Source: an optimization exercise on an open RTL-to-GDS flow (aim: small area and a short achievable clock period). Production flows keep margins and buffers that such runs may drop.
Only simulation tests tie the RTL to the original design; equivalence was not proved.

==> flow/design.v (outline; a module is shown in full before it is edited, if it fits) <==
// module fir_pipe_1: 1138 lines
// module fa3: 4 lines
module fir_pipe_1(
    input clk,
    input reset_p,
    input [15:0]x,
    output [15:0]y
    );
  // ...
==> flow/flow/run.sh <==
#!/bin/bash
# Standard layout flow, with the timing repair steps asked to leave a setup
# margin below the clock period (the constraints themselves are unchanged).
set -euo pipefail
bash standard.sh SETUP_SLACK_MARGIN=${FLOW_MARGIN:-6.9} finish > standard.log 2>&1
==> flow/standard.sh <==
#!/bin/bash
# synth_recipe.tcl (not shown) runs the flow's synth.tcl, then flattens the netlist and writes it again
# the make line also repeats each setting of config.mk as NAME=value (left out here)
make -C /OpenROAD-flow-scripts/flow DESIGN_CONFIG=/design/flow/config.mk WORK_HOME=/design/flow/orfs CLKGATE_MAP_FILE= SYNTH_SCRIPT=/design/flow/synth_recipe.tcl "${@:-finish}"
==> flow/config.mk <==
export PLATFORM = sky130hd
export DESIGN_NAME = fir_pipe_1
export DESIGN_NICKNAME = fir_pipe_1
export VERILOG_FILES = /design/flow/design.v
export SDC_FILE = /design/flow/constraint.sdc
export NUM_CORES = 4
export LEC_CHECK = 0
export CAP_MARGIN = 20
export CORE_MARGIN = 2
export CORE_UTILIZATION = 40
export CTS_BUF_LIST = sky130_fd_sc_hd__clkbuf_8
export SLEW_MARGIN = 20
export SYNTH_HIERARCHICAL = 1
==> flow/constraint.sdc <==
create_clock -name core_clock -period 10.0 [get_ports {clk}]
set_input_delay 2.0000 -clock core_clock [delete_from_list [all_inputs] [get_ports {clk}]]
set_output_delay 2.0000 -clock core_clock [all_outputs]
set_load 0.01 [all_outputs]
==> impl_metrics.py, run 1 <==
metrics = {
    "timing": {
        "slew_headroom": 0.455,
        "rsz0062_at_grt": "yes",
    },
    "grt": {
        "grtUsageMet3": 0.0404,
        "antenna_found_initial": 1,
        "track_usage": 0.175,
        "met2_usage": 0.284,
    },
    "floorplan": {
        "die_x_um": 244,
        "io_pins": 34,
        "dieArea_um2": 59400,
    },
    "detailed_routing": {
        "vias": 11524,
        "met3_length_um": 2740,
        "wl_um": 48800,
        "dr_wl_met2_um": 23100,
    },
    "outcome": {
        "status": "finished clean",
    },
    "cells_and_area": {
        "top_regs": "d: 304 flops, rr: 106 flops",
        "drive_above_1_share": 0.200,
        "inverters": 178,
    },
    "run": {
        "max-cap-violations": 0,
    },
    "critical_path": {
        "cp_slowest_cell": "dfrtp_4",
        "regToRegStartpoint": "rr[66]$_DFF_P_",
        "timing_worst_setup_path_type": "reg -> out",
    },
    "cts": {
        "cts_resized": 212,
    },
    "placed_design": {
        "portBuffers": 33,
        "routabilityCongestion": 0.940,
        "placed_cells": 2331,
    },
    "synthesis": {
        "synth-compound-area-share": 0.0329,
        "synth_top_family_by_area": "adder cells",
    },
}
==> run 2: changes to the inputs <==
--- a/flow/design.v
+++ b/flow/design.v
@@ -2,26 +2,23 @@
 module fir_pipe_1(
     input clk,
     input reset_p,
     input [15:0]x,
     output [15:0]y
     );
     reg [15:0] d [1:19];
     reg [3:0] fill;        
-    reg y_ok;              
     integer i;
     always @(posedge clk or posedge reset_p) begin
         if (reset_p) begin
             fill <= 4'd0;
-            y_ok <= 1'b0;
             d[1] <= 16'd0;
         end else begin
             if (fill != 4'd11) fill <= fill + 4'd1;
-            y_ok <= (fill == 4'd11);
             d[1] <= x;
         end
     end
     always @(posedge clk) begin
         for (i = 2; i <= 10; i = i + 1) d[i] <= d[i-1];
         d[11] <= (fill >= 4'd10) ? d[10] : 16'd0;
         for (i = 12; i <= 19; i = i + 1) d[i] <= d[i-1];
     end
@@ -1129,15 +1126,15 @@
     wire fs777, fc778;
     fa3 ufs777 (.a(rr[95]), .b(rr[96]), .c(rr[97]), .s(fs777), .co(fc778));
     wire fs779, fc780;
     fa3 ufs779 (.a(~rr[99]), .b(rr[98]), .c(rr[100]), .s(fs779), .co(fc780));
     wire [31:0] fa_ = {1'b0, rr[107], rr[104], rr[102], ~fc780, ~fc778, ~fc776, fc774, fc772, fc770, fc768, fc766, fc764, fc762, fc760, fc758, fc756, fc754, fc752, fc750, fc748, fc746, fc744, fc742, fc740, fc738, fc736, fc734, fc732, fc730, fs729, rr[0]};
     wire [31:0] fb_ = {1'b0, ~rr[106], rr[105], rr[103], rr[101], ~fs779, ~fs777, ~fs775, fs773, fs771, fs769, fs767, fs765, fs763, fs761, fs759, fs757, fs755, fs753, fs751, fs749, fs747, fs745, fs743, fs741, fs739, fs737, fs735, fs733, fs731, fs685, rr[1]};
     wire [31:0] acc = fa_ + fb_ + 32'd2147483648;
     reg [15:0] y_r;
-    always @(posedge clk) y_r <= acc[31:16];
-    assign y = y_r & {16{y_ok}};
+    always @(posedge clk) y_r <= (fill == 4'd11) ? acc[31:16] : 16'd0;
+    assign y = y_r;
 endmodule
 module fa3(input a, input b, input c, output s, output co);
     assign s = a ^ b ^ c;
     assign co = (a & b) | (a & c) | (b & c);
 endmodule
==> impl_metrics.py, run 2 <==
metrics = {
    "outcome": {
        "status": "finished clean",
    },
    "cts": {
        "clkSinkCount": 515,
        "root_buffer": "clkbuf_8",
        "tritoncts": "done",
        "worstSkewPairLatency_ps": 690,
        "cts_buffer_depth": 3,
        "cts_buffers": 88,
        "clk_pin_slew_ps": 60,
        "h-tree-depth": 3,
    },
    "floorplan": {
        "dieArea_um2": 60400,
        "io_pins": 34,
        "die_height_um": 246,
        "start_util": 0.405,
        "die_x_um": 246,
        "num_rows": 88,
        "core-area_um2": 57700,
    },
    "detailed_routing": {
        "wl_um": 53400,
        "drt_iter0_drc": 582,
        "vias": 12198,
        "via_per_inst": 4.64,
        "wl_per_cell_um": 20.3,
        "ant_nets": 0,
        "drtPass1Iterations": 4,
        "drc": 0,
    },
    "grt": {
        "grt-ovfl-total": 0,
        "track_usage": 0.187,
        "antenna_found_initial": 2,
        "grt_max_degree": 21,
        "grt_pass1_wl_um": 83300,
        "grt_pass1_vias": 14127,
    },
    "synthesis": {
        "netlist_area_um2": 23400,
        "ys_warn_count": 9,
        "avgSynthCellArea_um2": 14.3,
        "synth_nets": 2185,
        "synth_cells": 1630,
        "synth_common_cells": "dfxtp_1 (495), fa_1 (417), inv_1 (194), ha_1 (120), a21oi_1 (54)",
        "synth_flop_cell": "dfxtp_1",
        "synth.yosys.seq_area_share": 0.445,
        "synth-edff-count": 0,
        "ys_seq_elements": 515,
        "synthTopCellsByArea": "dfxtp_1 (42%), fa_1 (36%), ha_1 (6.4%)",
        "async_reset_ff_frac": 0.0388,
        "synth_top_area_frac": 0.424,
        "synth_top_area_cell": "dfxtp_1",
        "synth_cell_types": 53,
        "post-synth-top-count-cell": "dfxtp_1",
    },
    "critical_path": {
        "cp_slowest_cell": "dfxtp_4",
        "crit_path_end_kind": "output port",
        "cp-start-kind": "flip-flop",
        "crit_arrival_ps": 1160,
        "path_cells": "buf_6",
        "cp_max_fo": 1,
        "crit_family": "flip-flops",
        "crit_path_max_incr_delay_ps": 360,
        "timing.critical_path.buf_inv": 1,
        "timing_worst_setup_path_type": "reg -> out",
        "required_ps": 8000,
    },
    "cells_and_area": {
        "layout_common_cells": "fa_1 (407), dfxtp_1 (405), inv_1 (216)",
        "final_common_cell": "fa_1",
        "synthToLayoutAreaGrowth_pct": 17.5,
        "largest-register": "d",
        "regArea_um2": 10600,
        "largest_reg_flops": 304,
        "drive_above_1_share": 0.191,
        "fin_nets": 2351,
        "top_regs": "d: 304 flops, rr: 106 flops",
        "fill_cells": 5090,
        "antenna_cells": 0,
        "multi_input_area_um2": 12500,
    },
    "timing": {
        "slew_headroom": 0.409,
        "setup_tns_ps": 0,
        "final.min_clock_period_ps": 3160,
        "hold_viol": 0,
        "fmax_mhz": 317,
        "rsz0062_at_grt": "yes",
        "tightest_slew_ps": 886,
        "min_period_over_period": 0.316,
        "slew_violations": 0,
        "setup_viol": 0,
        "finClkSkew_ps": 43.0,
    },
    "run": {
        "max-cap-violations": 0,
    },
    "placed_design": {
        "portBuffers": 33,
        "dpl.hpwl_um": 41800,
        "routabilityCongestion": 0.876,
    },
    "hold_path": {
        "hold_path.class": "reg -> reg",
    },
}
[run 2: cell types whose count changed after synthesis, moves of 5 or more]
| cell | change |
|---|---|
| nand2b_1 | -5 |
| nor2_1 | +5 |
| a21oi_1 | +22 |
| nor2b_1 | +8 |
| o21bai_1 | +8 |
| inv_1 | +16 |
| a21o_1 | +11 |
| and2_1 | -16 |
| o21a_1 | -10 |
| o21ai_1 | +10 |
| nor3_1 | -9 |
| nand3_1 | +9 |
| nand2_1 | +15 |
| nand4_1 | +9 |
[run 2: path summary, 6_finish.rpt]
kind	slack, ps	cells past startpoint	from	endpoint
max reg2reg	6860	9	rr[36]$_DFF_P_	y_r[15]$_SDFF_PP0_
max in group asynchronous	7610	2	reset_p	d[1][15]$_DFF_PP0_
min in group asynchronous	1820	2	reset_p	d[1][6]$_DFF_PP0_
min reg2reg	310	0	d[3][13]$_DFF_P_	d[4][13]$_DFF_P_
min	310	0	d[3][13]$_DFF_P_	d[4][13]$_DFF_P_
max	6840	1	y_r[10]$_SDFF_PP0_	y[10]
[run 2: cells by family (layout without fill, tap and decap cells)]
kind of cell             count (synthesis)  in the layout  share of synthesized area
AO/OA/AOI/OAI                          171            171                     0.0470
XOR/XNOR                                47             47                     0.0176
adder cells (fa/ha/maj)                537            537                      0.421
buffers and inverters                  201            434                     0.0329
flip-flops                             515            515                      0.445
multiplexers                             3              3                    0.00134
AND/OR/NAND/NOR                        156            156                     0.0344
[run 2: layout make-up]
type | instances | share of cell area
timing repair buffer | 82 | 0.0250
clock inverter | 48 | 0.0149
tap | 765 | 0.0349
multi-input combinational | 914 | 0.457
sequential | 515 | 0.387
clock buffer | 109 | 0.0546
inverter | 195 | 0.0267
[run 2: per-layer routing]
metal | GRT usage | share of wire | up-vias
met1 | 0.249 | 0.46 | 6305
met2 | 0.300 | 0.47 | 282
met3 | 0.0375 | 0.048 | 82
met4 | 0.0743 | 0.028 | 4
li1 | - | - | 5525
met5 | 0 | 0.00043 | -
[run 2: modules after synthesis, one instance, submodules excluded]
module      cells  area, um^2
fir_pipe_1   1253       15800
fa3             1        20.0
[run 2: stage by stage]
stage	utilization	setup slack (ps)	area, um^2	hold WS [ps]	cells
after global routing	0.476	6750	27500	299	2628
after global placement	0.427	6600	24600	310	2423
after floorplan	-	6910	23400	310	1630
after CTS	0.464	6780	26800	304	2582
after detailed placement	0.427	6580	24600	312	2423
final	0.476	6840	27500	309	2628
[run 2: what timing repair did]
item,CTS,global route
buffers inserted,2,46
gates resized for setup,186,93
setup endpoints to repair,75,49
hold buffers,0,0
pin swaps,10,35
==> run 3: changes to the inputs <==
--- a/flow/config.mk
+++ b/flow/config.mk
@@ -8,6 +8,8 @@
 export CAP_MARGIN = 20
 export CORE_MARGIN = 2
 export CORE_UTILIZATION = 40
-export CTS_BUF_LIST = sky130_fd_sc_hd__clkbuf_8
+export CTS_BUF_LIST = sky130_fd_sc_hd__clkbuf_8 sky130_fd_sc_hd__clkbuf_16
+export CTS_CLUSTER_DIAMETER = 100
+export CTS_CLUSTER_SIZE = 30
 export SLEW_MARGIN = 20
 export SYNTH_HIERARCHICAL = 1
==> impl_metrics.py, run 3 <==
metrics = {
    "synthesis": {
        "post-synth-top-count-cell": "dfxtp_1",
        "synth_cell_types": 53,
        "synth_top_area_cell": "dfxtp_1",
        "synth_cells": 1630,
        "synth_top_area_frac": 0.424,
        "synth.yosys.seq_area_share": 0.445,
        "ys_warn_count": 9,
        "netlist_area_um2": 23400,
        "synth_nets": 2185,
        "synthTopCellsByArea": "dfxtp_1 (42%), fa_1 (36%), ha_1 (6.4%)",
        "avgSynthCellArea_um2": 14.3,
        "synth_flop_cell": "dfxtp_1",
        "synth_common_cells": "dfxtp_1 (495), fa_1 (417), inv_1 (194), ha_1 (120), a21oi_1 (54)",
        "ys_seq_elements": 515,
        "async_reset_ff_frac": 0.0388,
        "synth-edff-count": 0,
    },
    "detailed_routing": {
        "drt_iter0_drc": 675,
        "wl_per_cell_um": 20.7,
        "vias": 11722,
        "via_per_inst": 4.67,
        "drtPass1Iterations": 4,
        "drc": 0,
        "ant_nets": 0,
        "wl_um": 52000,
    },
    "cells_and_area": {
        "largest-register": "d",
        "final_common_cell": "fa_1",
        "finish.utilization": 0.453,
        "fill_cells": 5182,
        "largest_reg_flops": 304,
        "synthToLayoutAreaGrowth_pct": 11.9,
        "fin_nets": 2284,
        "layout_common_cells": "fa_1 (413), dfxtp_1 (411), inv_1 (199)",
        "top_regs": "d: 304 flops, rr: 106 flops",
        "drive_above_1_share": 0.134,
    },
    "critical_path": {
        "timing.critical_path.buf_inv": 0,
        "cp_slowest_cell": "fa_1",
        "crit_path_max_incr_delay_ps": 530,
        "required_ps": 10430,
        "path_cells": "fa_1, fa_1, ha_4, nand4_1, a21o_1, a211o_4, o211ai_4, a21oi_2, o21ai_1, a211oi_2",
        "crit_path_end_kind": "flip-flop",
        "cpMostUsedCell": "fa_1",
        "cp_max_fo": 5,
        "cp-start-kind": "flip-flop",
        "crit_family": "adder cells",
        "timing_worst_setup_path_type": "reg -> reg",
        "crit_arrival_ps": 3570,
        "crit_start": "rr[9]$_DFF_P_",
        "regToRegStartpoint": "rr[9]$_DFF_P_",
    },
    "placed_design": {
        "dpl.hpwl_um": 41800,
        "portBuffers": 33,
        "routabilityCongestion": 0.876,
    },
    "floorplan": {
        "core-area_um2": 57700,
        "start_util": 0.405,
        "num_rows": 88,
        "dieArea_um2": 60400,
        "die_x_um": 246,
        "die_height_um": 246,
        "io_pins": 34,
    },
    "timing": {
        "min_period_over_period": 0.314,
        "setup_tns_ps": 0,
        "setup_viol": 0,
        "final.min_clock_period_ps": 3140,
        "rsz0062_at_grt": "yes",
        "hold_viol": 0,
        "slew_violations": 0,
        "finClkSkew_ps": 27.0,
        "fmax_mhz": 319,
        "slew_headroom": 0.405,
        "tightest_slew_ps": 892,
    },
    "outcome": {
        "status": "finished clean",
    },
    "grt": {
        "track_usage": 0.181,
        "grt_max_degree": 32,
        "grt_pass1_wl_um": 80900,
        "antenna_found_initial": 0,
        "grt-ovfl-total": 0,
        "grt_pass1_vias": 13323,
    },
    "run": {
        "max-cap-violations": 0,
    },
    "cts": {
        "cts_buffers": 23,
        "tritoncts": "done",
        "clk_pin_slew_ps": 110,
        "postCtsHoldBufs": 0,
        "h-tree-depth": 1,
        "root_buffer": "clkbuf_16",
        "worstSkewPairLatency_ps": 590,
        "clkSinkCount": 515,
        "cts_buffer_depth": 3,
    },
    "hold_path": {
        "hold_path.class": "reg -> reg",
        "min-delay-start": "d[14][10]$_DFF_P_",
    },
}
[run 3: cell counts after synthesis]
Identical to the previous run, type by type.
[run 3: worst reg2reg max path: cells and delay by family, from the launching register on]
kind,cells,cell delay [ps]
adder cells (fa/ha/maj),3,1310
flip-flops,1,340
AO/OA/AOI/OAI,6,1220
AND/OR/NAND/NOR,1,110
[run 3: Yosys stat by module (local to each module, per instance)]
module,copies in the design,area (um^2)
fir_pipe_1,1,15800
fa3,377,20.0
[run 3: area by class of cell]
class	count	area (um^2)	area share
diodes	1	2.50	0.0000957
clock buffers	24	589	0.0225
clock inverters	14	148	0.00565
inverters	195	732	0.0280
multi-input cells	914	12400	0.476
flip-flops and latches	515	10600	0.407
well taps	765	957	0.0366
repair buffers	80	647	0.0247
[run 3: logic make-up after synthesis]
kind of cell,after synthesis,share of synthesized area
AND/OR/NAND/NOR,156,0.0344
buffers and inverters,201,0.0329
flip-flops,515,0.445
AO/OA/AOI/OAI,171,0.0470
multiplexers,3,0.00134
XOR/XNOR,47,0.0176
adder cells (fa/ha/maj),537,0.421
[run 3: repair_timing]
item	in CTS	in global routing
gates resized for setup	187	62
setup endpoints to repair	76	35
buffers inserted	11	35
pin swaps	9	26
[run 3: final timing paths]
| check | to | slack, ps | cells after the start |
|---|---|---|---|
| min | d[15][10]$_DFF_P_ | 320 | 0 |
| min in group asynchronous | d[1][4]$_DFF_PP0_ | 1890 | 2 |
| max in group asynchronous | fill[3]$_DFFE_PP0P_ | 7550 | 2 |
| max | y_r[15]$_SDFF_PP0_ | 6860 | 10 |
| min reg2reg | d[15][10]$_DFF_P_ | 320 | 0 |
| max reg2reg | y_r[15]$_SDFF_PP0_ | 6860 | 10 |
[run 3: layer usage]
metal  part of all wire  track usage
met3              0.036       0.0196
met1               0.47        0.253
met2               0.47        0.303
met4              0.025       0.0424
met5                  0            0
[run 3: through the flow]
stage	setup WS, ps	hold slack [ps]	cell area, um^2	cells
finish	6860	317	26100	2508
global route	6760	324	26100	2507
CTS	6850	320	25600	2472
detailed placement	6580	312	24600	2423
global placement	6600	310	24600	2423
floorplan	6910	310	23400	1630
==> run 4: changes to the inputs <==
==> flow/flow/run.sh (replaced) <==
#!/bin/bash
# Standard layout flow, with the timing repair steps asked to leave a setup
# margin below the clock period (the constraints themselves are unchanged).
set -euo pipefail
bash standard.sh SETUP_SLACK_MARGIN=${FLOW_MARGIN:-7.1} finish > standard.log 2>&1
==> impl_metrics.py, run 4 <==
metrics = {
    "critical_path": {
        "regToRegEndpoint": "rr[64]$_DFF_P_",
        "regToRegStartpoint": "p0[9]$_DFF_P_",
        "crit_path_end_kind": "flip-flop",
        "required_ps": 10460,
        "reg2reg_depth": 6,
        "crit_arrival_ps": 3610,
        "cp-start-kind": "flip-flop",
        "crit_start": "p0[9]$_DFF_P_",
        "reg2reg_slack_ps": 6850,
        "cp_max_fo": 2,
        "setup.worst_path.end": "rr[64]$_DFF_P_",
        "timing_worst_setup_path_type": "reg -> reg",
    },
    "detailed_routing": {
        "wl_per_cell_um": 20.5,
        "drc": 0,
        "ant_nets": 0,
        "wl_um": 51800,
        "via_per_inst": 4.69,
        "drtPass1Iterations": 4,
        "drt_iter0_drc": 549,
        "vias": 11840,
    },
    "cts": {
        "cts_buffer_depth": 3,
        "worstSkewPairLatency_ps": 580,
        "tritoncts": "done",
        "h-tree-depth": 1,
        "clkSinkCount": 515,
        "clk_pin_slew_ps": 110,
        "cts_buffers": 22,
        "root_buffer": "clkbuf_16",
    },
    "placed_design": {
        "portBuffers": 33,
        "dpl.hpwl_um": 40700,
        "dpl_worst_slack_ps": 6610,
        "routabilityCongestion": 0.887,
    },
    "synthesis": {
        "ys_warn_count": 9,
        "ys_seq_elements": 515,
        "avgSynthCellArea_um2": 14.3,
        "synth-edff-count": 0,
        "post-synth-top-count-cell": "dfxtp_1",
        "synth_top_area_cell": "dfxtp_1",
        "synth.yosys.seq_area_share": 0.445,
        "synth_nets": 2185,
        "synth_flop_cell": "dfxtp_1",
        "synth_top_area_frac": 0.424,
        "synth_cell_types": 53,
        "netlist_area_um2": 23400,
        "synth_common_cells": "dfxtp_1 (495), fa_1 (417), inv_1 (194), ha_1 (120), a21oi_1 (54)",
        "async_reset_ff_frac": 0.0388,
        "synth_cells": 1630,
        "synthTopCellsByArea": "dfxtp_1 (42%), fa_1 (36%), ha_1 (6.4%)",
    },
    "grt": {
        "grtUsageMet3": 0.0328,
        "grt_busiest_layer": "met2",
        "grt-ovfl-total": 0,
        "antenna_found_initial": 0,
        "grt_use_met1": 0.240,
        "grt_max_degree": 32,
        "grt_pass1_wl_um": 79500,
        "met2_usage": 0.296,
        "track_usage": 0.178,
        "grt_pass1_vias": 13330,
    },
    "cells_and_area": {
        "antenna_cells": 0,
        "synthToLayoutAreaGrowth_pct": 13.6,
        "layout_common_cells": "dfxtp_1 (409), fa_1 (353), inv_1 (193)",
        "top_regs": "d: 304 flops, rr: 106 flops",
        "fin_nets": 2305,
        "largest_reg_flops": 304,
        "largest-register": "d",
        "final_common_cell": "dfxtp_1",
        "drive_above_1_share": 0.186,
    },
    "timing": {
        "final.min_clock_period_ps": 3150,
        "setup_slack_ps": 6850,
        "min_period_over_period": 0.315,
        "slew_headroom": 0.412,
        "finClkSkew_ps": 23.9,
        "rsz0062_at_grt": "yes",
        "slew_violations": 0,
        "setup_tns_ps": 0,
        "tightest_slew_ps": 881,
        "fmax_mhz": 317,
        "worst_hold_slack_ps": 328,
        "setup_viol": 0,
        "hold_viol": 0,
    },
    "floorplan": {
        "die_height_um": 246,
        "start_util": 0.405,
        "core-area_um2": 57700,
        "dieArea_um2": 60400,
        "io_pins": 34,
        "num_rows": 88,
        "die_x_um": 246,
    },
    "outcome": {
        "status": "finished clean",
    },
    "hold_path": {
        "min-delay-start": "d[14][0]$_DFF_P_",
        "hold_path.class": "reg -> reg",
    },
    "run": {
        "max-cap-violations": 0,
    },
}
-- run 4: cells by family after synthesis --
logic type | count (synthesis) | share of synthesized area
adders and majority gates | 537 | 0.421
DFF | 515 | 0.445
buffers and inverters | 201 | 0.0329
AOI/OAI and AO/OA | 171 | 0.0470
and+or+nand+nor | 156 | 0.0344
xor gates and xnor gates | 47 | 0.0176
muxes | 3 | 0.00134
-- run 4: worst min-delay path by stage --
stage	endpoint	slack, ps	cells past startpoint
2_1_floorplan	d[15][0]$_DFF_P_	310	0
3_3_place_gp	d[9][6]$_DFF_P_	310	0
3_5_place_dp	d[15][11]$_DFF_P_	310	0
4_1_cts	d[15][0]$_DFF_P_	330	0
5_1_grt	d[15][0]$_DFF_P_	340	0
6_report	d[15][0]$_DFF_P_	330	0
-- run 4: layout make-up --
cell class | instances | area [um^2]
fill | 5158 | 31100
clock inverter | 11 | 83.8
inverter | 195 | 732
multi-input combinational | 914 | 12700
sequential | 515 | 10600
timing repair buffer | 102 | 852
tap | 765 | 957
clock buffer | 24 | 589
-- run 4: per-module statistics from Yosys (local to each module, per instance) --
module	cells	flip-flops and latches	cell area [um^2]
fa3	1	0	20.0
fir_pipe_1	1253	515	15800
-- run 4: what timing repair did --
action	CTS	global route
pin swaps	43	37
resized for setup	250	51
setup endpoints to repair	92	84
buffers inserted	56	12
hold buffers	0	0
-- run 4: per-stage QoR --
step	area (um^2)	std cells	utilization
floorplan	23400	1630	-
global placement	24700	2423	0.428
detailed placement	24700	2423	0.428
CTS	26300	2514	0.456
global route	26600	2526	0.460
finish	26600	2526	0.460
-- run 4: worst max-delay path, cell delays in order, from the launching register on --
cell	delay, ps
dfxtp_4	390
fa_1	590
fa_1	450
fa_1	570
inv_1	80
fa_2	540
fa_2	420
-- run 4: metal layers --
| layer | vias up | wire [um] |
|---|---|---|
| li1 | 5371 | - |
| met1 | 6139 | 23500 |
| met2 | 259 | 24200 |
| met3 | 71 | 2600 |
| met4 | 0 | 1480 |
| met5 | - | 0 |
==> run 5: changes to the inputs <==
==> flow/run.sh (new file) <==
#!/bin/bash
# synth_recipe.tcl (not shown) runs the flow's synth.tcl, then flattens the netlist and writes it again
# the make line also repeats each setting of config.mk as NAME=value (left out here)
make -C /OpenROAD-flow-scripts/flow DESIGN_CONFIG=/design/flow/config.mk WORK_HOME=/design/flow/orfs CLKGATE_MAP_FILE= SYNTH_SCRIPT=/design/flow/synth_recipe.tcl finish
--- a/flow/config.mk
+++ b/flow/config.mk
@@ -11,5 +11,6 @@
 export CTS_BUF_LIST = sky130_fd_sc_hd__clkbuf_8 sky130_fd_sc_hd__clkbuf_16
 export CTS_CLUSTER_DIAMETER = 100
 export CTS_CLUSTER_SIZE = 30
+export SETUP_SLACK_MARGIN = 5
 export SLEW_MARGIN = 20
 export SYNTH_HIERARCHICAL = 1
removed: flow/flow/run.sh
removed: flow/standard.sh
==> impl_metrics.py, run 5 <==
metrics = {
    "synthesis": {
        "synth_flop_cell": "dfxtp_1",
        "synthTopCellsByArea": "dfxtp_1 (42%), fa_1 (36%), ha_1 (6.4%)",
        "synth-edff-count": 0,
        "async_reset_ff_frac": 0.0388,
        "synth_cell_types": 53,
        "synth_nets": 2185,
        "ys_warn_count": 9,
        "synth_top_area_cell": "dfxtp_1",
        "synth.yosys.seq_area_share": 0.445,
        "post-synth-top-count-cell": "dfxtp_1",
        "netlist_area_um2": 23400,
        "ys_seq_elements": 515,
        "synth_common_cells": "dfxtp_1 (495), fa_1 (417), inv_1 (194), ha_1 (120), a21oi_1 (54)",
        "synth_cells": 1630,
        "avgSynthCellArea_um2": 14.3,
        "synth_top_area_frac": 0.424,
    },
    "cts": {
        "h-tree-depth": 1,
        "cts_buffers": 22,
        "clk_pin_slew_ps": 110,
        "tritoncts": "done",
        "root_buffer": "clkbuf_16",
        "cts_resized": 0,
        "worstSkewPairLatency_ps": 580,
        "cts_buffer_depth": 3,
        "clkSinkCount": 515,
        "post-cts-setup-buffer-count": 0,
        "postCtsHoldBufs": 0,
    },
    "timing": {
        "setup_tns_ps": 0,
        "rsz0062_at_grt": "no",
        "slew_violations": 0,
        "setup_viol": 0,
        "slew_headroom": 0.421,
        "finClkSkew_ps": 16.0,
        "final.min_clock_period_ps": 3510,
        "hold_viol": 0,
        "min_period_over_period": 0.351,
        "tightest_slew_ps": 867,
        "fmax_mhz": 285,
        "worst_hold_slack_ps": 330,
    },
    "detailed_routing": {
        "drc": 0,
        "drt_iter0_drc": 646,
        "vias": 11567,
        "wl_um": 50600,
        "wl_per_cell_um": 20.6,
        "drtPass1Iterations": 4,
        "via_per_inst": 4.71,
        "ant_nets": 0,
    },
    "grt": {
        "grt_pass1_wl_um": 78700,
        "antenna_found_initial": 0,
        "grt_pass1_vias": 12909,
        "grt_max_degree": 32,
        "track_usage": 0.177,
        "grt-ovfl-total": 0,
    },
    "cells_and_area": {
        "synthToLayoutAreaGrowth_pct": 8.37,
        "instances_no_fill": 2458,
        "drive_above_1_share": 0.0260,
        "largest-register": "d",
        "largest_reg_flops": 304,
        "fin_nets": 2237,
        "layout_common_cells": "dfxtp_1 (495), fa_1 (417), inv_1 (199)",
        "final_common_cell": "dfxtp_1",
        "antenna_cells": 0,
        "top_regs": "d: 304 flops, rr: 106 flops",
    },
    "run": {
        "max-cap-violations": 0,
    },
    "critical_path": {
        "path_cells": "clkdlybuf4s50_1",
        "cp_slowest_cell": "clkdlybuf4s50_1",
        "crit_family": "buffers and inverters",
        "timing.critical_path.buf_inv": 1,
        "cp_max_fo": 1,
        "cp-start-kind": "flip-flop",
        "timing_worst_setup_path_type": "reg -> out",
        "crit_path_max_incr_delay_ps": 560,
        "required_ps": 8000,
        "crit_arrival_ps": 1510,
        "crit_path_end_kind": "output port",
    },
    "placed_design": {
        "dpl.hpwl_um": 41300,
        "portBuffers": 33,
        "placed_cells": 2423,
        "routabilityCongestion": 0.902,
    },
    "floorplan": {
        "dieArea_um2": 60400,
        "die_height_um": 246,
        "core-area_um2": 57700,
        "die_x_um": 246,
        "io_pins": 34,
        "num_rows": 88,
        "start_util": 0.405,
    },
    "hold_path": {
        "hold_path.class": "reg -> reg",
    },
    "outcome": {
        "status": "finished clean",
    },
}
## run 5: cell counts after synthesis
Identical to the previous run, type by type.
## run 5: cell type report
class	count	area [um^2]
Clock buffer	24	589
Clock inverter	11	108
Fill cell	5254	32400
Inverter	195	732
Multi-Input combinational cell	914	12200
Sequential cell	515	10400
Tap cell	765	957
Timing Repair Buffer	34	338
## run 5: cell families after synthesis
group,after synthesis,synth area share
DFF,515,0.445
muxes,3,0.00134
AOI/OAI and AO/OA,171,0.0470
buffers and inverters,201,0.0329
xor gates and xnor gates,47,0.0176
and+or+nand+nor,156,0.0344
adders and majority gates,537,0.421
## run 5: final timing paths
check                                   start            endpoint  slack, ps  depth (start not counted)
max                        y_r[10]$_SDFF_PP0_               y[10]       6490                          1
min                           d[6][1]$_DFF_P_     d[7][1]$_DFF_P_        330                          0
max reg2reg                 d[15][12]$_DFF_P_      rr[61]$_DFF_P_       6550                          7
min reg2reg                   d[6][1]$_DFF_P_     d[7][1]$_DFF_P_        330                          0
max in group asynchronous             reset_p  d[1][12]$_DFF_PP0_       7580                          2
min in group asynchronous             reset_p   d[1][0]$_DFF_PP0_       1880                          2
## run 5: per-layer routing
| metal | vias to the layer above | GRT usage | share of wire |
|---|---|---|---|
| li1 | 5244 | - | - |
| met3 | 71 | 0.0294 | 0.047 |
| met2 | 256 | 0.294 | 0.47 |
| met5 | - | 0 | 0 |
| met4 | 0 | 0.0490 | 0.028 |
| met1 | 5996 | 0.239 | 0.45 |
## run 5: per-module statistics from Yosys, one instance, submodules excluded
module      times used  cells  flip-flops and latches
fa3                377      1                       0
fir_pipe_1           1   1253                     515
## run 5: through the flow
stage               setup WS (ps)  area [um^2]   util
floorplan                    6890        23400      -
detailed placement           6560        24600  0.427
global route                 6390        25300  0.439
global placement             6590        24600  0.427
finish                       6490        25300  0.439
CTS                          6420        25300  0.439
==> run 6: changes to the inputs <==
==> flow/flow/run.sh (new file) <==
#!/bin/bash
# Standard layout flow, with the timing repair steps asked to leave a setup
# margin below the clock period (the constraints themselves are unchanged).
set -euo pipefail
bash standard.sh SETUP_SLACK_MARGIN=${FLOW_MARGIN:-6.9} finish > standard.log 2>&1
==> flow/standard.sh (new file) <==
#!/bin/bash
# synth_recipe.tcl (not shown) runs the flow's synth.tcl, then flattens the netlist and writes it again
# the make line also repeats each setting of config.mk as NAME=value (left out here)
make -C /OpenROAD-flow-scripts/flow DESIGN_CONFIG=/design/flow/config.mk WORK_HOME=/design/flow/orfs CLKGATE_MAP_FILE= SYNTH_SCRIPT=/design/flow/synth_recipe.tcl "${@:-finish}"
==> flow/config.mk (replaced) <==
export PLATFORM = sky130hd
export DESIGN_NAME = fir_pipe_1
export DESIGN_NICKNAME = fir_pipe_1
export VERILOG_FILES = /design/flow/design.v
export SDC_FILE = /design/flow/constraint.sdc
export NUM_CORES = 4
export LEC_CHECK = 0
export CAP_MARGIN = 20
export CORE_MARGIN = 2
export CORE_UTILIZATION = 40
export CTS_BUF_LIST = sky130_fd_sc_hd__clkbuf_16
export CTS_CLUSTER_DIAMETER = 80
export CTS_CLUSTER_SIZE = 25
export SLEW_MARGIN = 20
export SYNTH_HIERARCHICAL = 1
removed: flow/run.sh
==> impl_metrics.py, run 6 <==
metrics = {
    "outcome": {
        "status": "finished clean",
    },
    "cells_and_area": {
        "largest_reg_flops": 304,
        "drive_above_1_share": 0.147,
        "regArea_um2": 10600,
        "largest-register": "d",
        "synthToLayoutAreaGrowth_pct": 13.1,
        "fin_nets": 2290,
        "layout_common_cells": "fa_1 (408), dfxtp_1 (408), inv_1 (198)",
        "fill_cells": 5147,
        "antenna_cells": 0,
        "multi_input_area_um2": 12500,
        "top_regs": "d: 304 flops, rr: 106 flops",
    },
    "timing": {
        "finClkSkew_ps": 26.4,
        "fmax_mhz": 320,
        "final.min_clock_period_ps": 3130,
        "tightest_slew_ps": 890,
        "slew_violations": 0,
        "slew_headroom": 0.406,
        "min_period_over_period": 0.313,
        "setup_viol": 0,
        "rsz0062_at_grt": "yes",
        "hold_viol": 0,
        "setup_tns_ps": 0,
        "worst_hold_slack_ps": 324,
    },
    "synthesis": {
        "async_reset_ff_frac": 0.0388,
        "yosys.area_share.simple": 0.0344,
        "ys_seq_elements": 515,
        "synth-edff-count": 0,
        "synthMuxAreaShare": 0.00134,
        "synth_xor_area_frac": 0.0176,
        "post-synth-top-count-cell": "dfxtp_1",
        "netlist_area_um2": 23400,
        "ys_warn_count": 9,
        "synth_cell_types": 53,
        "synth-compound-area-share": 0.0470,
        "synth_flop_cell": "dfxtp_1",
        "synth_top_area_frac": 0.424,
        "synthTopCellsByArea": "dfxtp_1 (42%), fa_1 (36%), ha_1 (6.4%)",
        "synthAdderAreaFrac": 0.421,
        "synth.yosys.seq_area_share": 0.445,
        "synth_nets": 2185,
        "synth_common_cells": "dfxtp_1 (495), fa_1 (417), inv_1 (194), ha_1 (120), a21oi_1 (54)",
        "synth_top_family_by_area": "adder cells",
        "synth_cells": 1630,
        "avgSynthCellArea_um2": 14.3,
        "synth_top_area_cell": "dfxtp_1",
    },
    "cts": {
        "cts_buffers": 30,
        "worstSkewPairLatency_ps": 610,
        "root_buffer": "clkbuf_16",
        "clk_pin_slew_ps": 90,
        "h-tree-depth": 1,
        "postCtsHoldBufs": 0,
        "cts_buffer_depth": 3,
        "clkSinkCount": 515,
        "tritoncts": "done",
    },
    "detailed_routing": {
        "vias": 11796,
        "drt_iter0_drc": 553,
        "ant_nets": 0,
        "drc": 0,
        "wl_per_cell_um": 20.8,
        "via_per_inst": 4.69,
        "wl_um": 52300,
        "drtPass1Iterations": 5,
    },
    "critical_path": {
        "path_cells": "fa_1, fa_1, ha_2, nand4_1, nor3_2, inv_2, o211ai_4, a21oi_2, o21ai_1, a211oi_2",
        "crit_path_max_incr_delay_ps": 550,
        "cp_max_fo": 8,
        "crit_path_end_kind": "flip-flop",
        "cpMostUsedCell": "fa_1",
        "timing_worst_setup_path_type": "reg -> reg",
        "crit_arrival_ps": 3580,
        "required_ps": 10460,
        "cp-start-kind": "flip-flop",
        "cp_slowest_cell": "fa_1",
    },
    "grt": {
        "grtUsageMet3": 0.0239,
        "antenna_found_initial": 2,
        "grt_pass1_wl_um": 81400,
        "grt_max_degree": 27,
        "grt_pass1_vias": 13450,
        "track_usage": 0.182,
        "grt-ovfl-total": 0,
        "grt_busiest_layer": "met2",
        "grt_use_met1": 0.249,
        "met2_usage": 0.303,
    },
    "floorplan": {
        "dieArea_um2": 60400,
        "io_pins": 34,
        "die_x_um": 246,
        "core-area_um2": 57700,
        "start_util": 0.405,
        "die_height_um": 246,
        "num_rows": 88,
    },
    "run": {
        "max-cap-violations": 0,
    },
    "placed_design": {
        "portBuffers": 33,
        "dpl.hpwl_um": 41800,
        "routabilityCongestion": 0.876,
    },
    "hold_path": {
        "hold_path.class": "reg -> reg",
    },
}
run 6: area by class of cell:
type	count	share of cell area
clock inverter	18	0.00847
tap	765	0.0362
multi-input combinational	914	0.472
timing repair buffer	79	0.0244
inverter	195	0.0277
clock buffer	31	0.0293
sequential	515	0.402
run 6: worst max-delay path, delay by kind of cell (launching register included):
kind,cells,cell delay [ps]
AO/OA/AOI/OAI,4,670
adder cells (fa/ha/maj),3,1420
buffers and inverters,1,80
flip-flops,1,320
AND/OR/NAND/NOR,2,480
run 6: layer usage:
| layer | wire length, um | up-vias |
|---|---|---|
| met5 | 23 | - |
| met2 | 24600 | 241 |
| met1 | 24000 | 6122 |
| li1 | - | 5350 |
| met3 | 2110 | 79 |
| met4 | 1600 | 4 |
run 6: stage by stage:
step	util	instance area, um^2	setup WS, ps	std cells
after floorplan	-	23400	6910	1630
after global placement	0.427	24600	6600	2423
after detailed placement	0.427	24600	6580	2423
after CTS	0.449	25900	6830	2482
after global routing	0.458	26400	6730	2517
final	0.458	26400	6870	2517
run 6: timing repair:
action,4_1_cts,5_1_grt
setup endpoints to repair,76,44
setup buffers,10,35
pin swaps,9,36
gates resized for setup,181,85
run 6: path summary, 6_finish.rpt:
check	start	end	slack, ps	cells past startpoint
worst max-delay path	rr[67]$_DFF_P_	y_r[15]$_SDFF_PP0_	6870	10
worst min-delay path	d[5][15]$_DFF_P_	d[6][15]$_DFF_P_	320	0
worst max register to register	rr[67]$_DFF_P_	y_r[15]$_SDFF_PP0_	6870	10
worst min register to register	d[5][15]$_DFF_P_	d[6][15]$_DFF_P_	320	0
max in group asynchronous	reset_p	d[1][15]$_DFF_PP0_	7570	2
min in group asynchronous	reset_p	d[1][9]$_DFF_PP0_	1870	2
run 6: kinds of logic (layout without fill, tap and decap cells):
kind of cell | after synthesis | after routing
AOI/OAI and AO/OA | 171 | 171
xor gates and xnor gates | 47 | 47
adders and majority gates | 537 | 537
buffers and inverters | 201 | 323
DFF | 515 | 515
muxes | 3 | 3
and+or+nand+nor | 156 | 156
run 6: Yosys stat by module, one instance, submodules excluded:
| module | cells inside | flops+latches | copies in the design | area [um^2] |
|---|---|---|---|---|
| fir_pipe_1 | 1253 | 515 | 1 | 15800 |
| fa3 | 1 | 0 | 377 | 20.0 |
==> run 7: changes to the inputs <==
--- a/flow/config.mk
+++ b/flow/config.mk
@@ -7,9 +7,10 @@
 export LEC_CHECK = 0
 export CAP_MARGIN = 20
 export CORE_MARGIN = 2
-export CORE_UTILIZATION = 40
+export CORE_UTILIZATION = 60
 export CTS_BUF_LIST = sky130_fd_sc_hd__clkbuf_16
-export CTS_CLUSTER_DIAMETER = 80
+export CTS_CLUSTER_DIAMETER = 70
 export CTS_CLUSTER_SIZE = 25
+export GPL_ROUTABILITY_DRIVEN = 0
 export SLEW_MARGIN = 20
 export SYNTH_HIERARCHICAL = 1
==> impl_metrics.py, run 7 <==
metrics = {
    "detailed_routing": {
        "drt_iter0_drc": 619,
        "ant_nets": 0,
        "vias": 11811,
        "via_per_inst": 5.17,
        "drc": 0,
        "wl_um": 47700,
        "wl_per_cell_um": 20.9,
        "drtPass1Iterations": 5,
    },
    "outcome": {
        "status": "finished clean",
    },
    "floorplan": {
        "start_util": 0.606,
        "die_x_um": 201,
        "num_rows": 72,
        "io_pins": 34,
        "core-area_um2": 38600,
        "die_height_um": 201,
        "dieArea_um2": 40500,
    },
    "synthesis": {
        "synth_nets": 2185,
        "ys_warn_count": 9,
        "synth_cell_types": 53,
        "synth_cells": 1630,
        "async_reset_ff_frac": 0.0388,
        "synth_top_area_frac": 0.424,
        "ys_seq_elements": 515,
        "synth_common_cells": "dfxtp_1 (495), fa_1 (417), inv_1 (194), ha_1 (120), a21oi_1 (54)",
        "netlist_area_um2": 23400,
        "synth.yosys.seq_area_share": 0.445,
        "post-synth-top-count-cell": "dfxtp_1",
        "synth-edff-count": 0,
        "synth_flop_cell": "dfxtp_1",
        "synthTopCellsByArea": "dfxtp_1 (42%), fa_1 (36%), ha_1 (6.4%)",
        "avgSynthCellArea_um2": 14.3,
        "synth_top_area_cell": "dfxtp_1",
    },
    "timing": {
        "finClkSkew_ps": 41.2,
        "setup_tns_ps": 0,
        "final.min_clock_period_ps": 3160,
        "hold_viol": 0,
        "fmax_mhz": 316,
        "setup_viol": 0,
        "min_period_over_period": 0.316,
        "slew_violations": 0,
        "rsz0062_at_grt": "yes",
        "tightest_slew_ps": 864,
        "slew_headroom": 0.423,
    },
    "cells_and_area": {
        "final_common_cell": "dfxtp_1",
        "final_cell_area_um2": 26300,
        "fin_nets": 2301,
        "synthToLayoutAreaGrowth_pct": 12.4,
        "layout_common_cells": "dfxtp_1 (418), fa_1 (404), inv_1 (198)",
        "largest-register": "d",
        "drive_above_1_share": 0.148,
        "largest_reg_flops": 304,
        "top_regs": "d: 304 flops, rr: 106 flops",
    },
    "grt": {
        "track_usage": 0.249,
        "grt_pass1_vias": 12769,
        "grt_pass1_wl_um": 74600,
        "grt-ovfl-total": 0,
        "antenna_found_initial": 1,
        "grt_max_degree": 27,
    },
    "critical_path": {
        "required_ps": 10390,
        "cp-start-kind": "flip-flop",
        "crit_start": "rr[31]$_DFF_P_",
        "regToRegStartpoint": "rr[31]$_DFF_P_",
        "crit_path_end_kind": "flip-flop",
        "crit_arrival_ps": 3550,
        "timing_worst_setup_path_type": "reg -> reg",
        "cp_max_fo": 4,
    },
    "cts": {
        "root_buffer": "clkbuf_16",
        "worstSkewPairLatency_ps": 570,
        "cts_buffers": 34,
        "cts_buffer_depth": 3,
        "tritoncts": "done",
        "clk_pin_slew_ps": 90,
        "clkSinkCount": 515,
        "h-tree-depth": 2,
    },
    "hold_path": {
        "hold_path.class": "reg -> reg",
        "min-delay-start": "d[7][4]$_DFF_P_",
    },
    "placed_design": {
        "place_area_um2": 24300,
        "dpl.hpwl_um": 37900,
        "portBuffers": 33,
    },
    "run": {
        "max-cap-violations": 0,
    },
}
run 7: worst paths after layout:
| path | end | cells after the start | slack (ps) |
|---|---|---|---|
| setup / recovery | y_r[15]$_SDFF_PP0_ | 10 | 6840 |
| hold / removal | d[8][4]$_DFF_P_ | 0 | 320 |
| setup reg to reg | y_r[15]$_SDFF_PP0_ | 10 | 6840 |
| hold reg to reg | d[8][4]$_DFF_P_ | 0 | 320 |
| max in group asynchronous | d[1][6]$_DFF_PP0_ | 2 | 7550 |
| min in group asynchronous | fill[0]$_DFFE_PP0P_ | 2 | 1910 |
run 7: layout make-up:
type / count / area, um^2
diodes: 1 / 2.50
flip-flops and latches: 515 / 10600
inverters: 195 / 732
multi-input cells: 914 / 12500
fillers: 2835 / 12300
clock inverters: 20 / 241
clock buffers: 35 / 876
well taps: 518 / 648
repair buffers: 86 / 686
run 7: critical path, cell delays in order (launching register included):
cell and delay (ps):
dfxtp_1 320, inv_2 40, fa_1 490, fa_1 540
ha_4 290, nand4_1 270, a211o_4 420, o211ai_4 270
a21oi_2 120, o21ai_1 160, a211oi_2 80
run 7: kinds of logic after synthesis:
logic type | synth area share
fa+ha+maj | 0.421
mux | 0.00134
simple gates | 0.0344
buf+inv | 0.0329
flops | 0.445
compound gates | 0.0470
xor+xnor | 0.0176
run 7: modules after synthesis (local to each module, per instance):
module,copies in the design,cells inside,cell area [um^2],flops+latches
fir_pipe_1,1,1253,15800,515
fa3,377,1,20.0,0
run 7: through the flow:
stage	setup slack [ps]	cells	util	hold WS [ps]
2_1_floorplan	6910	1630	-	310
3_3_place_gp	6680	2175	0.631	310
3_5_place_dp	6620	2175	0.631	312
4_1_cts	6840	2233	0.665	323
5_1_grt	6760	2283	0.681	322
6_report	6840	2284	0.681	318
run 7: layer usage:
metal	routed length [um]	vias to the layer above	global-route usage	share of wire
met1	22000	6007	0.365	0.46
met3	3050	87	0.0494	0.064
met4	1540	0	0.0832	0.032
li1	-	5387	-	-
met2	21100	330	0.376	0.44
met5	0	-	0	0
run 7: timing repair:
action	4_1_cts	5_1_grt
setup buffers	3	50
pin swaps	10	37
endpoints found under the setup margin	71	52
gates resized for setup	139	101
cloned	0	0
hold buffers	0	0
==> run 8: changes to the inputs <==
--- a/flow/config.mk
+++ b/flow/config.mk
@@ -7,9 +7,9 @@
 export LEC_CHECK = 0
 export CAP_MARGIN = 20
 export CORE_MARGIN = 2
-export CORE_UTILIZATION = 60
+export CORE_UTILIZATION = 50
 export CTS_BUF_LIST = sky130_fd_sc_hd__clkbuf_16
-export CTS_CLUSTER_DIAMETER = 70
+export CTS_CLUSTER_DIAMETER = 60
 export CTS_CLUSTER_SIZE = 25
 export GPL_ROUTABILITY_DRIVEN = 0
 export SLEW_MARGIN = 20
==> impl_metrics.py, run 8 <==
metrics = {
    "synthesis": {
        "async_reset_ff_frac": 0.0388,
        "synth-edff-count": 0,
        "synth_nets": 2185,
        "synth_top_area_frac": 0.424,
        "synth_common_cells": "dfxtp_1 (495), fa_1 (417), inv_1 (194), ha_1 (120), a21oi_1 (54)",
        "synth_cell_types": 53,
        "synth.yosys.seq_area_share": 0.445,
        "synthTopCellsByArea": "dfxtp_1 (42%), fa_1 (36%), ha_1 (6.4%)",
        "synth_cells": 1630,
        "avgSynthCellArea_um2": 14.3,
        "ys_warn_count": 9,
        "ys_seq_elements": 515,
        "post-synth-top-count-cell": "dfxtp_1",
        "synth_flop_cell": "dfxtp_1",
        "netlist_area_um2": 23400,
        "synth_top_area_cell": "dfxtp_1",
    },
    "run": {
        "max-cap-violations": 0,
    },
    "grt": {
        "track_usage": 0.211,
        "grt-ovfl-total": 0,
        "grt_max_degree": 27,
        "grt_pass1_vias": 12905,
        "antenna_found_initial": 0,
        "grt_pass1_wl_um": 74800,
    },
    "detailed_routing": {
        "wl_per_cell_um": 20.2,
        "drc": 0,
        "drtPass1Iterations": 5,
        "via_per_inst": 5.01,
        "ant_nets": 0,
        "vias": 11887,
        "drt_iter0_drc": 734,
        "wl_um": 47900,
    },
    "timing": {
        "min_period_over_period": 0.314,
        "final.min_clock_period_ps": 3140,
        "setup_tns_ps": 0,
        "finClkSkew_ps": 36.7,
        "rsz0062_at_grt": "yes",
        "fmax_mhz": 318,
        "worst_hold_slack_ps": 320,
        "setup_viol": 0,
        "slew_violations": 0,
        "slew_headroom": 0.430,
        "hold_viol": 0,
        "tightest_slew_ps": 854,
    },
    "cells_and_area": {
        "layout_common_cells": "dfxtp_1 (420), fa_1 (403), inv_1 (196)",
        "fin_nets": 2294,
        "top_regs": "d: 304 flops, rr: 106 flops",
        "synthToLayoutAreaGrowth_pct": 12.6,
        "antenna_cells": 0,
        "largest-register": "d",
        "fill_cells": 3689,
        "largest_reg_flops": 304,
        "final_common_cell": "dfxtp_1",
        "drive_above_1_share": 0.145,
        "finish.utilization": 0.568,
    },
    "critical_path": {
        "reg2reg_slack_ps": 6860,
        "cp_max_fo": 2,
        "required_ps": 10410,
        "regToRegStartpoint": "rr[7]$_DFF_P_",
        "cpMostUsedCell": "fa_1",
        "timing.critical_path.buf_inv": 1,
        "reg2reg_depth": 11,
        "crit_arrival_ps": 3560,
        "path_cells": "fa_1, fa_1, ha_4, nand4_1, a211oi_4, o21ai_2, a211oi_2, buf_4, nor2_2, xor2_1, nor2_1",
        "regToRegEndpoint": "y_r[6]$_SDFF_PP0_",
        "timing_worst_setup_path_type": "reg -> reg",
        "crit_family": "adder cells",
        "crit_path_end_kind": "flip-flop",
        "cp-start-kind": "flip-flop",
        "cp_slowest_cell": "fa_1",
        "crit_path_max_incr_delay_ps": 540,
    },
    "hold_path": {
        "min-delay-start": "d[8][15]$_DFF_P_",
        "whs_path_depth": 0,
        "whs_endpoint": "d[9][15]$_DFF_P_",
        "hold_path.class": "reg -> reg",
    },
    "outcome": {
        "status": "finished clean",
    },
    "cts": {
        "root_buffer": "clkbuf_16",
        "clk_pin_slew_ps": 90,
        "cts_buffer_depth": 3,
        "tritoncts": "done",
        "worstSkewPairLatency_ps": 580,
        "h-tree-depth": 2,
        "clkSinkCount": 515,
        "cts_buffers": 34,
    },
    "floorplan": {
        "dieArea_um2": 48500,
        "die_x_um": 220,
        "die_height_um": 220,
        "num_rows": 79,
        "core-area_um2": 46400,
        "start_util": 0.504,
        "io_pins": 34,
    },
    "placed_design": {
        "portBuffers": 33,
        "dpl.hpwl_um": 38400,
    },
}
## run 8: layout make-up
cell class,count,area [um^2],share of cell area
Tap cell,607,759,0.0289
Timing Repair Buffer,79,639,0.0243
Inverter,195,732,0.0278
Clock buffer,36,901,0.0342
Multi-Input combinational cell,914,12400,0.471
Clock inverter,25,278,0.0106
Sequential cell,515,10600,0.403
## run 8: cell families (layout without fill, tap and decap cells)
logic type               Yosys count  in the layout  synth area share
XOR/XNOR                          47             47            0.0176
flip-flops                       515            515             0.445
buffers and inverters            201            335            0.0329
multiplexers                       3              3           0.00134
AO/OA/AOI/OAI                    171            171            0.0470
adder cells (fa/ha/maj)          537            537             0.421
AND/OR/NAND/NOR                  156            156            0.0344
## run 8: stage by stage
stage	instances	setup WS, ps	area, um^2
floorplan	1630	6910	23400
global placement	2265	6640	24400
detailed placement	2265	6620	24400
CTS	2339	6780	25900
global route	2371	6750	26300
finish	2371	6860	26300
## run 8: Yosys stat by module, one instance, submodules excluded
module | flip-flops and latches | times used
fa3 | 0 | 377
fir_pipe_1 | 515 | 1
## run 8: worst max path at each step
stage	depth (start not counted)	slack [ps]	endpoint	start
after floorplan	7	6910	rr[73]$_DFF_P_	p1[15]$_DFF_P_
after global placement	10	6640	y_r[10]$_SDFF_PP0_	rr[7]$_DFF_P_
after detailed placement	7	6620	rr[61]$_DFF_P_	d[15][1]$_DFF_P_
after CTS	1	6780	y[12]	y_r[12]$_SDFF_PP0_
after global routing	10	6750	y_r[11]$_SDFF_PP0_	rr[7]$_DFF_P_
final	11	6860	y_r[6]$_SDFF_PP0_	rr[7]$_DFF_P_
## run 8: routing by layer
layer	track usage	up-vias	wire, um
met5	0	-	0
met4	0.0875	0	1880
met3	0.0447	102	3010
met2	0.327	346	21500
met1	0.292	6055	21500
li1	-	5384	-
## run 8: timing repair
action                                  4_1_cts  5_1_grt
gates cloned                                  0        0
buffers inserted                             13       32
hold buffers                                  0        0
resized for setup                           151       79
pin swaps                                    11       36
endpoints found under the setup margin       72       46
## run 8: worst reg2reg max path, cell delays in order, from the launching register on
cell and delay, ps:
dfxtp_2 330, fa_1 540, fa_1 450, ha_4 290, nand4_1 150, a211oi_4 400
o21ai_2 120, a211oi_2 340, buf_4 170, nor2_2 30, xor2_1 120, nor2_1 50
==> run 9: changes to the inputs <==
--- a/flow/config.mk
+++ b/flow/config.mk
@@ -9,8 +9,9 @@
 export CORE_MARGIN = 2
 export CORE_UTILIZATION = 50
 export CTS_BUF_LIST = sky130_fd_sc_hd__clkbuf_16
-export CTS_CLUSTER_DIAMETER = 60
+export CTS_CLUSTER_DIAMETER = 80
 export CTS_CLUSTER_SIZE = 25
 export GPL_ROUTABILITY_DRIVEN = 0
+export PLACE_DENSITY = 0.7
 export SLEW_MARGIN = 20
 export SYNTH_HIERARCHICAL = 1
==> impl_metrics.py, run 9 <==
metrics = {
    "outcome": {
        "status": "finished clean",
    },
    "grt": {
        "grt_pass1_vias": 13032,
        "antenna_found_initial": 0,
        "track_usage": 0.202,
        "grt_max_degree": 27,
        "grt_pass1_wl_um": 73300,
        "grt-ovfl-total": 0,
    },
    "synthesis": {
        "post-synth-top-count-cell": "dfxtp_1",
        "synthTopCellsByArea": "dfxtp_1 (42%), fa_1 (36%), ha_1 (6.4%)",
        "async_reset_ff_frac": 0.0388,
        "synth_cell_types": 53,
        "ys_warn_count": 9,
        "synth_top_area_cell": "dfxtp_1",
        "synth_flop_cell": "dfxtp_1",
        "synth.yosys.seq_area_share": 0.445,
        "netlist_area_um2": 23400,
        "synth-edff-count": 0,
        "synth_common_cells": "dfxtp_1 (495), fa_1 (417), inv_1 (194), ha_1 (120), a21oi_1 (54)",
        "synth_cells": 1630,
        "synth_top_area_frac": 0.424,
        "ys_seq_elements": 515,
        "synth_nets": 2185,
        "avgSynthCellArea_um2": 14.3,
    },
    "placed_design": {
        "dpl.hpwl_um": 37100,
        "dpl_worst_slack_ps": 6640,
        "portBuffers": 33,
        "place_area_um2": 24400,
    },
    "cells_and_area": {
        "multi_input_area_um2": 12300,
        "largest_reg_flops": 304,
        "final_cell_area_um2": 25700,
        "drive_above_1_share": 0.110,
        "top_regs": "d: 304 flops, rr: 106 flops",
        "final_common_cell": "dfxtp_1",
        "regArea_um2": 10600,
        "fin_nets": 2267,
        "layout_common_cells": "dfxtp_1 (421), fa_1 (412), inv_1 (199)",
        "antenna_cells": 0,
        "finish.utilization": 0.554,
        "synthToLayoutAreaGrowth_pct": 9.84,
        "fill_cells": 3646,
        "largest-register": "d",
    },
    "timing": {
        "final.min_clock_period_ps": 3140,
        "setup_viol": 0,
        "rsz0062_at_grt": "yes",
        "tightest_slew_ps": 890,
        "slew_violations": 0,
        "setup_slack_ps": 6860,
        "fmax_mhz": 319,
        "setup_tns_ps": 0,
        "hold_viol": 0,
        "min_period_over_period": 0.314,
        "slew_headroom": 0.406,
        "finClkSkew_ps": 23.8,
    },
    "floorplan": {
        "io_pins": 34,
        "core-area_um2": 46400,
        "dieArea_um2": 48500,
        "num_rows": 79,
        "start_util": 0.504,
        "die_x_um": 220,
        "die_height_um": 220,
    },
    "detailed_routing": {
        "wl_per_cell_um": 19.9,
        "via_per_inst": 5.07,
        "drc": 0,
        "drt_iter0_drc": 791,
        "drtPass1Iterations": 5,
        "ant_nets": 0,
        "wl_um": 46300,
        "vias": 11812,
    },
    "cts": {
        "root_buffer": "clkbuf_16",
        "tritoncts": "done",
        "clk_pin_slew_ps": 90,
        "cts_buffer_depth": 3,
        "cts_buffers": 27,
        "worstSkewPairLatency_ps": 580,
        "h-tree-depth": 1,
        "postCtsHoldBufs": 0,
        "clkSinkCount": 515,
    },
    "critical_path": {
        "cp_slowest_cell": "fa_1",
        "cpMostUsedCell": "fa_1",
        "required_ps": 10430,
        "crit_path_end_kind": "flip-flop",
        "cp-start-kind": "flip-flop",
        "crit_arrival_ps": 3570,
        "path_cells": "fa_1, fa_1, ha_1, nand4_1, a21o_1, a211o_4, o211ai_4, a21oi_2, o21ai_1, a211oi_2",
        "reg2reg_slack_ps": 6860,
        "crit_path_max_incr_delay_ps": 540,
        "timing_worst_setup_path_type": "reg -> reg",
        "cp_max_fo": 4,
    },
    "run": {
        "max-cap-violations": 0,
    },
    "hold_path": {
        "hold_path.class": "reg -> reg",
    },
}
-- run 9: path summary, 6_finish.rpt --
kind	from	endpoint	depth (start not counted)
max	rr[7]$_DFF_P_	y_r[15]$_SDFF_PP0_	10
min	d[14][12]$_DFF_P_	d[15][12]$_DFF_P_	0
max reg2reg	rr[7]$_DFF_P_	y_r[15]$_SDFF_PP0_	10
min reg2reg	d[14][12]$_DFF_P_	d[15][12]$_DFF_P_	0
max in group asynchronous	reset_p	fill[1]$_DFFE_PP0P_	2
min in group asynchronous	reset_p	d[1][11]$_DFF_PP0_	2
-- run 9: logic make-up after synthesis --
| group | share of synthesized area |
|---|---|
| flops | 0.445 |
| xor+xnor | 0.0176 |
| compound gates | 0.0470 |
| simple gates | 0.0344 |
| buf+inv | 0.0329 |
| fa+ha+maj | 0.421 |
| mux | 0.00134 |
-- run 9: repair_timing --
item	4_1_cts	5_1_grt
endpoints found under the setup margin	71	38
resized for setup	146	65
buffers inserted	3	22
pin swaps	7	18
-- run 9: worst max-delay path, delay by kind of cell, from the launching register on --
family	cells	cell delay (ps)
AOI/OAI and AO/OA	6	1220
adders and majority gates	3	1270
DFF	1	330
and+or+nand+nor	1	150
-- run 9: per-module statistics from Yosys (local to each module, per instance) --
module,times used,flip-flops and latches,cells
fir_pipe_1,1,515,1253
fa3,377,0,1
-- run 9: cell type report --
type | instances | share of cell area
Clock buffer | 27 | 0.0263
Clock inverter | 15 | 0.00497
Inverter | 195 | 0.0285
Multi-Input combinational cell | 914 | 0.480
Sequential cell | 515 | 0.413
Tap cell | 607 | 0.0296
Timing Repair Buffer | 59 | 0.0173
-- run 9: layer usage --
| layer | routed length (um) | track usage | share of wire | vias to the layer above |
|---|---|---|---|---|
| met4 | 1940 | 0.0779 | 0.042 | 0 |
| met5 | 0 | 0 | 0 | - |
| met2 | 21700 | 0.331 | 0.47 | 410 |
| met1 | 19500 | 0.275 | 0.42 | 5981 |
| li1 | - | - | - | 5307 |
| met3 | 3180 | 0.0312 | 0.069 | 114 |
-- run 9: through the flow --
stage | hold slack (ps) | instances
2_1_floorplan | 310 | 1630
3_3_place_gp | 310 | 2265
3_5_place_dp | 312 | 2265
4_1_cts | 319 | 2310
5_1_grt | 316 | 2332
6_report | 314 | 2332

re-timing with driven ports:
The results above use ideal ports. As a check the final layouts listed here were re-extracted and re-timed, cells and wires unchanged. Step 1 assumes that a clkbuf_16 drives the clock port and a buf_2 every other input. Step 2 also shifts input and output timing later by t, the mid clock arrival at the registers, as if the neighbouring blocks saw the same clock. Slacks: no drivers / after step 1 / after step 2; pairs: no drivers / after step 1.
run | t, ns | setup WS [ns] | latest minus earliest clock arrival (ns) | slew at the worst register clock pin (ns) | pins driven straight from the clock port
run 1 | 0.699 | 6.425 / 6.375 / 6.655 | 0.043 / 0.042 | 0.07 / 0.07 | 1
run 2 | 0.726 | 6.845 / 6.788 / 6.855 | 0.055 / 0.055 | 0.08 / 0.08 | 1
run 3 | 0.628 | 6.861 / 6.861 / 6.861 | 0.027 / 0.028 | 0.11 / 0.11 | 1
run 4 | 0.619 | 6.848 / 6.848 / 6.848 | 0.025 / 0.025 | 0.11 / 0.11 | 1
run 5 | 0.635 | 6.487 / 6.425 / 6.552 | 0.017 / 0.017 | 0.11 / 0.11 | 1
run 6 | 0.657 | 6.873 / 6.848 / 6.873 | 0.027 / 0.027 | 0.10 / 0.10 | 1
run 7 | 0.601 | 6.837 / 6.837 / 6.837 | 0.041 / 0.041 | 0.10 / 0.10 | 1
run 8 | 0.620 | 6.856 / 6.856 / 6.856 | 0.038 / 0.038 | 0.09 / 0.09 | 1
run 9 | 0.627 | 6.864 / 6.863 / 6.864 | 0.025 / 0.025 | 0.10 / 0.10 | 1
After both steps every run listed still meets setup and hold.
